This is an optimization exercise on Yosys and OpenROAD, whose aim is small area and a short achievable clock period, not a production implementation.
Where RTL was checked, it was by simulation tests only, not by an equivalence proof against the original.

==> job 2077: inputs <==
## top
module top #(parameter m = 7) (
    input clk,
    input signed [m-1:0] noise_in,
    output reg signed [2*m-1:0] filter_out
);
export LEC_CHECK = 0
export CAP_MARGIN = 20
export CORE_MARGIN = 2
export CORE_UTILIZATION = 60
export CTS_BUF_LIST = sky130_fd_sc_hd__clkbuf_4
export SLEW_MARGIN = 20
export SYNTH_HIERARCHICAL = 1
create_clock -name core_clock -period 10.0 [get_ports {clk}]
standard.sh (not shown) runs the stock make flow with config.mk's settings and CLKGATE_MAP_FILE= SYNTH_SCRIPT=/design/flow/synth_recipe.tcl, a recipe that flattens the netlist after the stock synthesis.
==> flow/flow/run.sh <==
#!/bin/bash
# The standard ORFS layout with these changes:
# * the port buffers are buf_4 cells instead of the delay buffer that
#   buffer_ports picks by default (about half a nanosecond on every input);
# * from clock-tree synthesis on, the standard repair_timing steps aim for
#   6.95 ns of setup slack, resizing and swapping pins only, so that the few
#   paths from the input port get larger gates; the constraints (10 ns clock,
#   2 ns input and output delays) are unchanged;
# * clock-tree synthesis inserts no dummy loads (cells that only add load to
#   balance the tree: about 200 um2 of this small design's area);
# * after floorplanning, logic cells that synthesis gave a drive strength
#   above 1 are set back to drive 1 (flow/downsize.tcl); repair upsizes them
#   again where needed.
set -euo pipefail
export BUFFER_PORTS_ARGS="-buffer_cell sky130_fd_sc_hd__buf_4"
export CTS_ARGS="-sink_clustering_enable -repair_clock_nets -buf_list sky130_fd_sc_hd__clkbuf_4 -dont_use_dummy_load"
bash standard.sh floorplan > standard_floorplan.log 2>&1
ODB=orfs/results/sky130hd/top/base/2_floorplan.odb openroad -no_init -exit flow/downsize.tcl > downsize.log 2>&1
bash standard.sh place > standard_place.log 2>&1
export SETUP_SLACK_MARGIN=6.95
export SETUP_MOVE_SEQUENCE=sizeup,swap
bash standard.sh finish > standard_finish.log 2>&1
==> flow/flow/downsize.tcl <==
# After floorplanning: every logic cell that synthesis mapped to a drive
# strength above 1 becomes the drive-1 cell of the same function; the later
# repair steps upsize again wherever slew, load or timing call for it.
set odb $::env(ODB)
read_db $odb
set db [ord::get_db]
set n 0
foreach inst [[ord::get_db_block] getInsts] {
  set m [[$inst getMaster] getName]
  if {[regexp {^(sky130_fd_sc_hd__(a21oi|o21ai|nor2b|nand2b|nor2|nand2|xor2|xnor2|inv|a21o|o21a|and2|or2|and2b))_([2-9]|1[0-9])$} $m -> base]} {
    set small [$db findMaster ${base}_1]
    if {$small ne "NULL" && $small ne ""} {
      if {[$inst swapMaster $small]} { incr n }
    }
  }
}
puts "downsized $n cells"
write_db $odb
==> job 8904: changes against job 2077 <==
--- a/flow/design.v
+++ b/flow/design.v
@@ -43,18 +43,18 @@
     assign y = ~((a1 & a2) | b1);
 endmodule
 module g_o21ai (input a1, input a2, input b1, output y);
     assign y = ~((a1 | a2) & b1);
 endmodule
 module early (input [13:0] s, input [11:0] c, output [13:0] pb);
-    wire e1c, e2s, e2c, e3s, e3c, e4s, e4c, e5s, e5c, e6s, e6c, e7s;
-    wire e7c, e8s, e8c, e9s, e9c, e10s, e10c, e11s, e11c, e12s, e12c, e13;
-    wire e14, e15, e16, e17, e18, e19, e20, e21, e22, e23, e24, e25;
-    wire e26, e27, e28, e29, e30, e31, e32, e33, e34, e35, e36, e37;
-    wire e38, e39, e40, e41, e42;
-    ha i1 (s[0], c[0], pb[0], e1c);
+    wire e1s, e1c, e2s, e2c, e3s, e3c, e4s, e4c, e5s, e5c, e6s, e6c;
+    wire e7s, e7c, e8s, e8c, e9s, e9c, e10s, e10c, e11s, e11c, e12s, e12c;
+    wire e13, e14, e15, e16, e17, e18, e19, e20, e21, e22, e23, e24;
+    wire e25, e26, e27, e28, e29, e30, e31, e32, e33, e34, e35, e36;
+    wire e37, e38, e39, e40, e41, e42;
+    ha i1 (s[0], c[0], e1s, e1c);
     ha i2 (s[1], c[1], e2s, e2c);
     ha i3 (s[2], c[2], e3s, e3c);
     ha i4 (s[4], c[3], e4s, e4c);
     ha i5 (s[5], c[4], e5s, e5c);
     ha i6 (s[6], c[5], e6s, e6c);
     ha i7 (s[7], c[6], e7s, e7c);
@@ -90,12 +90,13 @@
     g_a21oi i37 (e4s, e24, e4c, e37);
     g_a21oi i38 (e6s, e33, e6c, e38);
     g_a21oi i39 (e8s, e30, e8c, e39);
     g_a21oi i40 (e10s, e34, e10c, e40);
     g_inv i41 (e31, e41);
     g_a21oi i42 (e12s, e41, e12c, e42);
+    g_xor2 i43 (e1s, 1'b0, pb[0]);
     g_xor2 i44 (e2s, e1c, pb[1]);
     g_xor2 i45 (e3s, e13, pb[2]);
     g_xor2 i46 (s[3], e36, pb[3]);
     g_xnor2 i47 (e4s, e24, pb[4]);
     g_xor2 i48 (e5s, e37, pb[5]);
     g_xnor2 i49 (e6s, e33, pb[6]);
@@ -107,19 +108,19 @@
     g_xor2 i55 (e12s, e31, pb[12]);
     g_xor2 i56 (s[13], e42, pb[13]);
 endmodule
 module late (input [13:0] pb, input [6:0] xr, output [13:0] y);
     wire w1, w3, w4, w5, w7, w8, w9, w10, w11, w12, w13, w14;
     wire w15, w16, w17, w18, w19, w20, w21, w22, w23, w24, w25, w26;
-    wire w27, w28, w29, w30, w31, w32, w33, w34, w36, w37, w38, w39;
-    wire w40, w41, w42, w43, w44, w45, w46, w47, w48, w49, w50, w51;
-    wire w52, w53, w54, w55, w56, w57, w58, w59, w60, w61, w62, w63;
-    wire w64, w65, w66, w67, w68, w69, w70, w71, w72, w73, w74, w75;
-    wire w76, w77, w78, w79, w80, w81, w82, w83, w84, w85, w86, w87;
-    wire w88, w89, w89d, w99, w101, w102, w104, w105, w106, w108, w109, w110;
-    wire w111, w113;
+    wire w27, w28, w29, w30, w31, w32, w33, w34, w35, w36, w37, w38;
+    wire w39, w40, w41, w42, w43, w44, w45, w46, w47, w48, w49, w50;
+    wire w51, w52, w53, w54, w55, w56, w57, w58, w59, w60, w61, w62;
+    wire w63, w64, w65, w66, w67, w68, w69, w70, w71, w72, w73, w74;
+    wire w75, w76, w77, w78, w79, w80, w81, w82, w83, w84, w85, w86;
+    wire w87, w88, w89, w89d, w99, w101, w102, w104, w105, w106, w108, w109;
+    wire w110, w111, w113;
     g_nand2 i1 (pb[0], xr[0], w1);
     g_xor2 i2 (pb[0], xr[0], y[0]);
     g_nand2 i3 (pb[1], xr[1], w3);
     g_nor2 i4 (pb[1], xr[1], w4);
     g_xor2 i5 (pb[1], xr[1], w5);
     g_xnor2 i6 (w5, w1, y[1]);
@@ -148,13 +149,13 @@
     g_xnor2 i29 (pb[8], xr[6], w29);
     g_and2 i30 (pb[7], xr[5], w30);
     g_and2b i31 (xr[6], pb[8], w31);
     g_nand2 i32 (w9, w7, w32);
     g_nor2 i33 (w9, w7, w33);
     g_xnor2 i34 (pb[2], w7, w34);
-    g_xnor2 i35 (w34, w8, y[2]);
+    g_xnor2 i35 (w34, w8, w35);
     g_nand2 i36 (w13, w11, w36);
     g_nor2 i37 (w13, w11, w37);
     g_xnor2 i38 (pb[3], w11, w38);
     g_xnor2 i39 (w38, w12, w39);
     g_nand2 i40 (w17, w15, w40);
     g_nor2 i41 (w17, w15, w41);
@@ -203,12 +204,13 @@
     g_nand2 i84 (w73, w69, w84);
     g_o21ai i85 (w78, w32, w77, w85);
     g_inv i86 (w61, w86);
     g_o21ai i87 (w80, w86, w79, w87);
     g_o21ai i88 (w82, w75, w81, w88);
     g_o21ai i89 (w84, w76, w83, w89);
+    g_xor2 i90 (w35, 1'b0, y[2]);
     g_xnor2 i91 (w39, w32, y[3]);
     g_xor2 i92 (w43, w61, y[4]);
     g_xnor2 i93 (w47, w75, y[5]);
     g_xnor2 i94 (w51, w76, y[6]);
     g_xor2 i95 (w54, w85, y[7]);
     g_xor2 i96 (w57, w87, y[8]);
--- a/flow/flow/run.sh
+++ b/flow/flow/run.sh
@@ -10,13 +10,13 @@
 #   balance the tree: about 200 um2 of this small design's area);
 # * after floorplanning, logic cells that synthesis gave a drive strength
 #   above 1 are set back to drive 1 (flow/downsize.tcl); repair upsizes them
 #   again where needed.
 set -euo pipefail
 export BUFFER_PORTS_ARGS="-buffer_cell sky130_fd_sc_hd__buf_4"
-export CTS_ARGS="-sink_clustering_enable -repair_clock_nets -buf_list sky130_fd_sc_hd__clkbuf_4 -dont_use_dummy_load"
+export CTS_ARGS="-sink_clustering_enable -repair_clock_nets -buf_list sky130_fd_sc_hd__clkbuf_4 -dont_use_dummy_load -sink_buffer_max_cap_derate 0.5"
 bash standard.sh floorplan > standard_floorplan.log 2>&1
 ODB=orfs/results/sky130hd/top/base/2_floorplan.odb openroad -no_init -exit flow/downsize.tcl > downsize.log 2>&1
 bash standard.sh place > standard_place.log 2>&1
 export SETUP_SLACK_MARGIN=6.95
 export SETUP_MOVE_SEQUENCE=sizeup,swap
 bash standard.sh finish > standard_finish.log 2>&1
==> comparison <==
- Count of clock-buffer cells in the layout is the same in job 8904 and job 2077.
- In job 8904 the die area is higher than in job 2077, by 0.40%.
- Between job 8904 and job 2077, the lower first-iteration DRC count is in job 8904 (gap about 19%, measured against job 2077).
- In cell area, job 8904 and job 2077 hardly differ.
- Between job 8904 and job 2077, the lower clock skew is in job 2077 (gap 0.0066 ns).
- Against job 8904, the synthesized area of job 2077 is smaller by about 0.4%.
==> figures <==
Final Critical Period: job 2077 3.04 ns; job 8904 3.00 ns
Delay of the slowest critical-path stage: job 2077 0.24 ns; job 8904 0.26 ns
Total global-route track usage: job 2077 20.6%; job 8904 21.3%
Count of nets after finishing: job 2077 614; job 8904 618
CP Capture Point: job 2077 filter_out[13]; job 8904 filter_out[10]
Via density per instance: job 2077 5.02; job 8904 5.03
Nets in the synthesized netlist: job 2077 574; job 8904 578
Global-route wire length before repair: job 2077 16600 microns; job 8904 17300 microns
Critical-path top delay cell: job 2077 xnor2_4; job 8904 xnor2_2
Total area of multi-input combinational cells: job 2077 3690 sq um; job 8904 3700 sq um
Met2 WL post-DR: job 2077 5050 microns; job 8904 5320 microns
Mux contribution to synthesized area: job 2077 0.664%; job 8904 0.661%
Required time of the critical path: job 2077 10.42 ns; job 8904 10.43 ns
Status: job 2077 no timing/DRC/antenna violations; job 8904 no timing/DRC/antenna violations
Worst Hold Endpoint: job 2077 r2[0]; job 8904 d2[1]
Gate count of the mapped netlist: job 2077 429; job 8904 433
No functional check of the RTL was part of job 2077.

-- re-timing with driven ports --
The results above use ideal ports. As a check the final layouts listed here were re-extracted and re-timed, cells and wires unchanged.
Step 1 (the two cells are an assumption about what drives the block):
set clk [get_ports {clk}]
set_driving_cell -lib_cell sky130_fd_sc_hd__clkbuf_16 $clk
set_driving_cell -lib_cell sky130_fd_sc_hd__buf_2 [delete_from_list [all_inputs] $clk]
Step 2 also shifts input and output timing later by t, the mid clock arrival at the registers, as if the neighbouring blocks saw the same clock.
a / b / c = ideal / step 1 / step 2; a / b = the first two.
run | shift t [ns] | setup WS [ns] | clock arrival spread, ns
job 2077 | 0.509 | 6.964 / 6.972 / 6.463 | 0.039 / 0.038
job 8904 | 0.536 | 7.004 / 6.996 / 6.476 | 0.045 / 0.045
After both steps every run listed still meets setup and hold. For job 8904, which loses most, drivers alone change the setup slack by -0.008 ns; drivers and shift together by -0.528 ns.
